Background: an optimization exercise with open tools, aiming at small area. Do not read the settings as production practice.
The RTL was checked by simulation tests, not by an equivalence proof against the original design.
The clock port is modelled as an ideal driver, which makes a skipped or thinned clock tree look cheaper than it is; a real chip needs a root buffer or a tree.
No activity file was given, so power comes from the tool's default toggle rates.

north:
==> flow/design.v <==
module top
(
    input clk,
    input rst,              
    output [7:0] segments,  
    output [3:0] digits     
);
reg  [8:0] tmr_q;
wire [8:0] tmr = tmr_q ^ 9'd173;
wire       sec = tmr[8] & ~tmr[4] & tmr[3] & tmr[2] & ~tmr[1] & tmr[0];
reg  [2:0] sw_q;
wire [2:0] sw_cnt = sw_q ^ 3'd2;
wire       sw = sw_cnt[2] & ~sw_cnt[1];
reg  [1:0] pos_q;
wire [1:0] pos = pos_q ^ 2'd3;
reg        pend_q;
wire       pend = pend_q ^ 1'd0;
reg  [3:0] d3_q, d2_q, d1_q, d0_q;
wire [3:0] d3 = d3_q ^ 4'd10, d2 = d2_q ^ 4'd9, d1 = d1_q ^ 4'd9, d0 = d0_q ^ 4'd1;
wire [3:0] m3 = 4'd10, m2 = 4'd9, m1 = 4'd9, m0 = 4'd1;
wire inc = sw & (sec | pend);
function cy;
    input [3:0] d;
    cy = d[3] & d[0];
endfunction
wire c0 = inc;
wire c1 = c0 & cy(d0);
wire c2 = c1 & cy(d1);
wire c3 = c2 & cy(d2);
always @(posedge clk) begin
    if (rst) begin
        tmr_q  <= 9'h001 ^ 9'd173;
        sw_q   <= 3'b000 ^ 3'd2;
        pos_q  <= 2'b00 ^ 2'd3;
        pend_q <= 1'b0 ^ 1'd0;
        d0_q   <= 4'hF ^ 4'd1;
        d1_q   <= 4'hF ^ 4'd9;
        d2_q   <= 4'hF ^ 4'd9;
        d3_q   <= 4'hF ^ 4'd10;
    end else begin
        tmr_q  <= (sec ? 9'h001 : {tmr[7:0], tmr[8] ^ tmr[3]}) ^ 9'd173;
        sw_q   <= {sw_cnt[1:0], ~sw_cnt[2]} ^ 3'd2;
        pend_q <= (~sw & (sec | pend)) ^ 1'd0;
        if (sw)
            pos_q <= {pos[0], ~pos[1]} ^ 2'd3;
        if (c0) d0_q[0] <= ~d0[0] ^ m0[0];
        if (c0 & d0[0]) d0_q[1] <= (~d0[3] & ~d0[1]) ^ m0[1];
        if (c0 & d0[1] & d0[0]) d0_q[2] <= ~d0[2] ^ m0[2];
        if (c0 & d0[0]) d0_q[3] <= (~d0[3] & d0[2] & d0[1]) ^ m0[3];
        if (c1) d1_q[0] <= ~d1[0] ^ m1[0];
        if (c1 & d1[0]) d1_q[1] <= (~d1[3] & ~d1[1]) ^ m1[1];
        if (c1 & d1[1] & d1[0]) d1_q[2] <= ~d1[2] ^ m1[2];
        if (c1 & d1[0]) d1_q[3] <= (~d1[3] & d1[2] & d1[1]) ^ m1[3];
        if (c2) d2_q[0] <= ~d2[0] ^ m2[0];
        if (c2 & d2[0]) d2_q[1] <= (~d2[3] & ~d2[1]) ^ m2[1];
        if (c2 & d2[1] & d2[0]) d2_q[2] <= ~d2[2] ^ m2[2];
        if (c2 & d2[0]) d2_q[3] <= (~d2[3] & d2[2] & d2[1]) ^ m2[3];
        if (c3) d3_q[0] <= ~d3[0] ^ m3[0];
        if (c3 & d3[0]) d3_q[1] <= (~d3[3] & ~d3[1]) ^ m3[1];
        if (c3 & d3[1] & d3[0]) d3_q[2] <= ~d3[2] ^ m3[2];
        if (c3 & d3[0]) d3_q[3] <= (~d3[3] & d3[2] & d3[1]) ^ m3[3];
    end
end
wire [3:0] d = (pos == 2'b00) ? d3 :
               (pos == 2'b01) ? d2 :
               (pos == 2'b11) ? d1 : d0;
assign digits = {pos == 2'b00, pos == 2'b01, pos == 2'b11, pos == 2'b10};
assign segments[7] = (~d[3]&~d[2]&~d[1]&d[0]) | (d[3]&d[2]) | (d[2]&~d[1]&~d[0]);
assign segments[6] = (d[3]&d[2]&d[0]) | (d[2]&~d[1]&d[0]) | (d[2]&d[1]&~d[0]);
assign segments[5] = (d[3]&d[1]&d[0]) | (~d[2]&d[1]&~d[0]);
assign segments[4] = (~d[3]&~d[2]&~d[1]&d[0]) | (d[2]&~d[1]&~d[0]) | (d[2]&d[1]&d[0]);
assign segments[3] = (d[2]&~d[1]&~d[0]) | (d[0]);
assign segments[2] = (~d[3]&~d[2]&d[1]&~d[0]) | (~d[3]&~d[2]&d[0]) | (d[1]&d[0]);
assign segments[1] = (~d[3]&~d[2]&~d[1]) | (d[2]&d[1]&d[0]);
assign segments[0] = 1'b1;
endmodule
Settings: LEC_CHECK=0, CAP_MARGIN=20, CORE_AREA=2.3 2.72 61.64 61.2, DIE_AREA=0 0 64 64, PLACE_DENSITY=0.85, SLEW_MARGIN=20; clock period 13.5 ns.
standard.sh (not shown) runs the stock make flow with config.mk's settings and CLKGATE_MAP_FILE= SYNTH_SCRIPT=/design/flow/synth_recipe.tcl, a recipe that flattens the netlist after the stock synthesis.
==> flow/flow/run.sh <==
#!/bin/bash
# The standard layout (standard.sh) with three changes:
#  - synthesis maps the logic with an area-oriented ABC script (synth.tcl, area.abc);
#  - port buffers are the smallest buffer, sky130_fd_sc_hd__buf_1;
#  - a lean clock tree: no dummy loads, few clock buffers.
set -euo pipefail
cd "$(dirname "$0")/.."
W=$PWD
sed "s#SYNTH_SCRIPT=[^ ]*#SYNTH_SCRIPT=$W/flow/synth.tcl#" standard.sh > my_standard.sh
grep -q "SYNTH_SCRIPT=$W/flow/synth.tcl" my_standard.sh
export BUFFER_PORTS_ARGS="-buffer_cell sky130_fd_sc_hd__buf_1"
export PRE_CTS_TCL=$W/flow/cts_hook.tcl
export CLK_SLEW_TARGET=0.110
export CLK_TREE_CONFIGS="clkbuf_4:2 buf_4:2 buf_12:1 buf_4:3 buf_6:2 clkbuf_4:3 clkbuf_16:1 buf_6:3 clkbuf_8:2 clkbuf_4:4 clkbuf_8:3"
bash my_standard.sh > standard.log 2>&1
Other scripts of this flow, unchanged in this note and not shown: flow/flow/area.abc, flow/flow/cts_hook.tcl, flow/flow/synth.tcl
The inputs of south differ from those of north as listed below.
--- a/flow/design.v
+++ b/flow/design.v
@@ -1,25 +1,25 @@
 module top
 (
     input clk,
-    input rst,              
-    output [7:0] segments,  
-    output [3:0] digits     
+    input rst,
+    output [7:0] segments,
+    output [3:0] digits
 );
 reg  [8:0] tmr_q;
-wire [8:0] tmr = tmr_q ^ 9'd173;
+wire [8:0] tmr = tmr_q ^ 9'd165;
 wire       sec = tmr[8] & ~tmr[4] & tmr[3] & tmr[2] & ~tmr[1] & tmr[0];
 reg  [2:0] sw_q;
 wire [2:0] sw_cnt = sw_q ^ 3'd2;
 wire       sw = sw_cnt[2] & ~sw_cnt[1];
 reg  [1:0] pos_q;
 wire [1:0] pos = pos_q ^ 2'd3;
 reg        pend_q;
 wire       pend = pend_q ^ 1'd0;
 reg  [3:0] d3_q, d2_q, d1_q, d0_q;
-wire [3:0] d3 = d3_q ^ 4'd10, d2 = d2_q ^ 4'd9, d1 = d1_q ^ 4'd9, d0 = d0_q ^ 4'd1;
-wire [3:0] m3 = 4'd10, m2 = 4'd9, m1 = 4'd9, m0 = 4'd1;
+wire [3:0] d3 = d3_q ^ 4'd12, d2 = d2_q ^ 4'd9, d1 = d1_q ^ 4'd9, d0 = d0_q ^ 4'd1;
+wire [3:0] m3 = 4'd12, m2 = 4'd9, m1 = 4'd9, m0 = 4'd1;
 wire inc = sw & (sec | pend);
 function cy;
     input [3:0] d;
     cy = d[3] & d[0];
 endfunction
@@ -27,20 +27,20 @@
 wire c1 = c0 & cy(d0);
 wire c2 = c1 & cy(d1);
 wire c3 = c2 & cy(d2);
 always @(posedge clk) begin
     if (rst) begin
-        tmr_q  <= 9'h001 ^ 9'd173;
+        tmr_q  <= 9'h001 ^ 9'd165;
         sw_q   <= 3'b000 ^ 3'd2;
         pos_q  <= 2'b00 ^ 2'd3;
         pend_q <= 1'b0 ^ 1'd0;
         d0_q   <= 4'hF ^ 4'd1;
         d1_q   <= 4'hF ^ 4'd9;
         d2_q   <= 4'hF ^ 4'd9;
-        d3_q   <= 4'hF ^ 4'd10;
+        d3_q   <= 4'hF ^ 4'd12;
     end else begin
-        tmr_q  <= (sec ? 9'h001 : {tmr[7:0], tmr[8] ^ tmr[3]}) ^ 9'd173;
+        tmr_q  <= (sec ? 9'h001 : {tmr[7:0], tmr[8] ^ tmr[3]}) ^ 9'd165;
         sw_q   <= {sw_cnt[1:0], ~sw_cnt[2]} ^ 3'd2;
         pend_q <= (~sw & (sec | pend)) ^ 1'd0;
         if (sw)
             pos_q <= {pos[0], ~pos[1]} ^ 2'd3;
         if (c0) d0_q[0] <= ~d0[0] ^ m0[0];
@@ -64,13 +64,13 @@
 wire [3:0] d = (pos == 2'b00) ? d3 :
                (pos == 2'b01) ? d2 :
                (pos == 2'b11) ? d1 : d0;
 assign digits = {pos == 2'b00, pos == 2'b01, pos == 2'b11, pos == 2'b10};
 assign segments[7] = (~d[3]&~d[2]&~d[1]&d[0]) | (d[3]&d[2]) | (d[2]&~d[1]&~d[0]);
-assign segments[6] = (d[3]&d[2]&d[0]) | (d[2]&~d[1]&d[0]) | (d[2]&d[1]&~d[0]);
-assign segments[5] = (d[3]&d[1]&d[0]) | (~d[2]&d[1]&~d[0]);
+assign segments[6] = (d[3]&d[2]) | (d[2]&~d[1]&d[0]) | (d[2]&d[1]&~d[0]);
+assign segments[5] = (d[3]&d[2]) | (~d[2]&d[1]&~d[0]);
 assign segments[4] = (~d[3]&~d[2]&~d[1]&d[0]) | (d[2]&~d[1]&~d[0]) | (d[2]&d[1]&d[0]);
-assign segments[3] = (d[2]&~d[1]&~d[0]) | (d[0]);
-assign segments[2] = (~d[3]&~d[2]&d[1]&~d[0]) | (~d[3]&~d[2]&d[0]) | (d[1]&d[0]);
+assign segments[3] = (d[2]&~d[1]) | (d[0]);
+assign segments[2] = (~d[3]&~d[2]&d[0]) | (~d[2]&d[1]) | (d[1]&d[0]);
 assign segments[1] = (~d[3]&~d[2]&~d[1]) | (d[2]&d[1]&d[0]);
 assign segments[0] = 1'b1;
 endmodule
Findings:
south: worst hold slack lower than north
south ended with less flip-flop and latch share of the layout cell area than north.
Clock group share of total power (lower): north
south vs. north: logic depth of the worst setup path including buffers now sits lower, mean instance size in the synthesized netlist now sits lower, global router's overall resource usage now sits lower, average wire length per cell after detail routing now sits lower, wire length of the first global-routing pass now sits lower.
There was hardly any difference in part of the power in combinational logic between south and north.
In every run of this note, the design's own scripts or RTL, not TritonCTS, make the clock network.

static timing again, ports no longer ideal:
No port has a modelled driver above. Below, the same layouts with a new extraction and two added sets of constraints.
Step 1 sets driving cells, clkbuf_16 on the clock port and buf_2 on the other inputs (assumed; they add their load-dependent delay and slew).
Step 2, shift: input delay + t, output delay - t, t = (earliest + latest rising clock arrival at the registers) / 2. This alone moves slack from input paths to output paths.
a / b / c = no drivers / after step 1 / after step 2; a / b = the first two.
| run | shift t [ns] | setup slack, ns | worst setup path at the end | pins driven straight from the clock port |
|---|---|---|---|---|
| north | 0.155 | 8.471 / 8.439 / 8.594 | register to output | 2 |
| south | 0.167 | 8.393 / 8.356 / 8.523 | register to output | 3 |
After both steps every run listed still meets setup and hold.
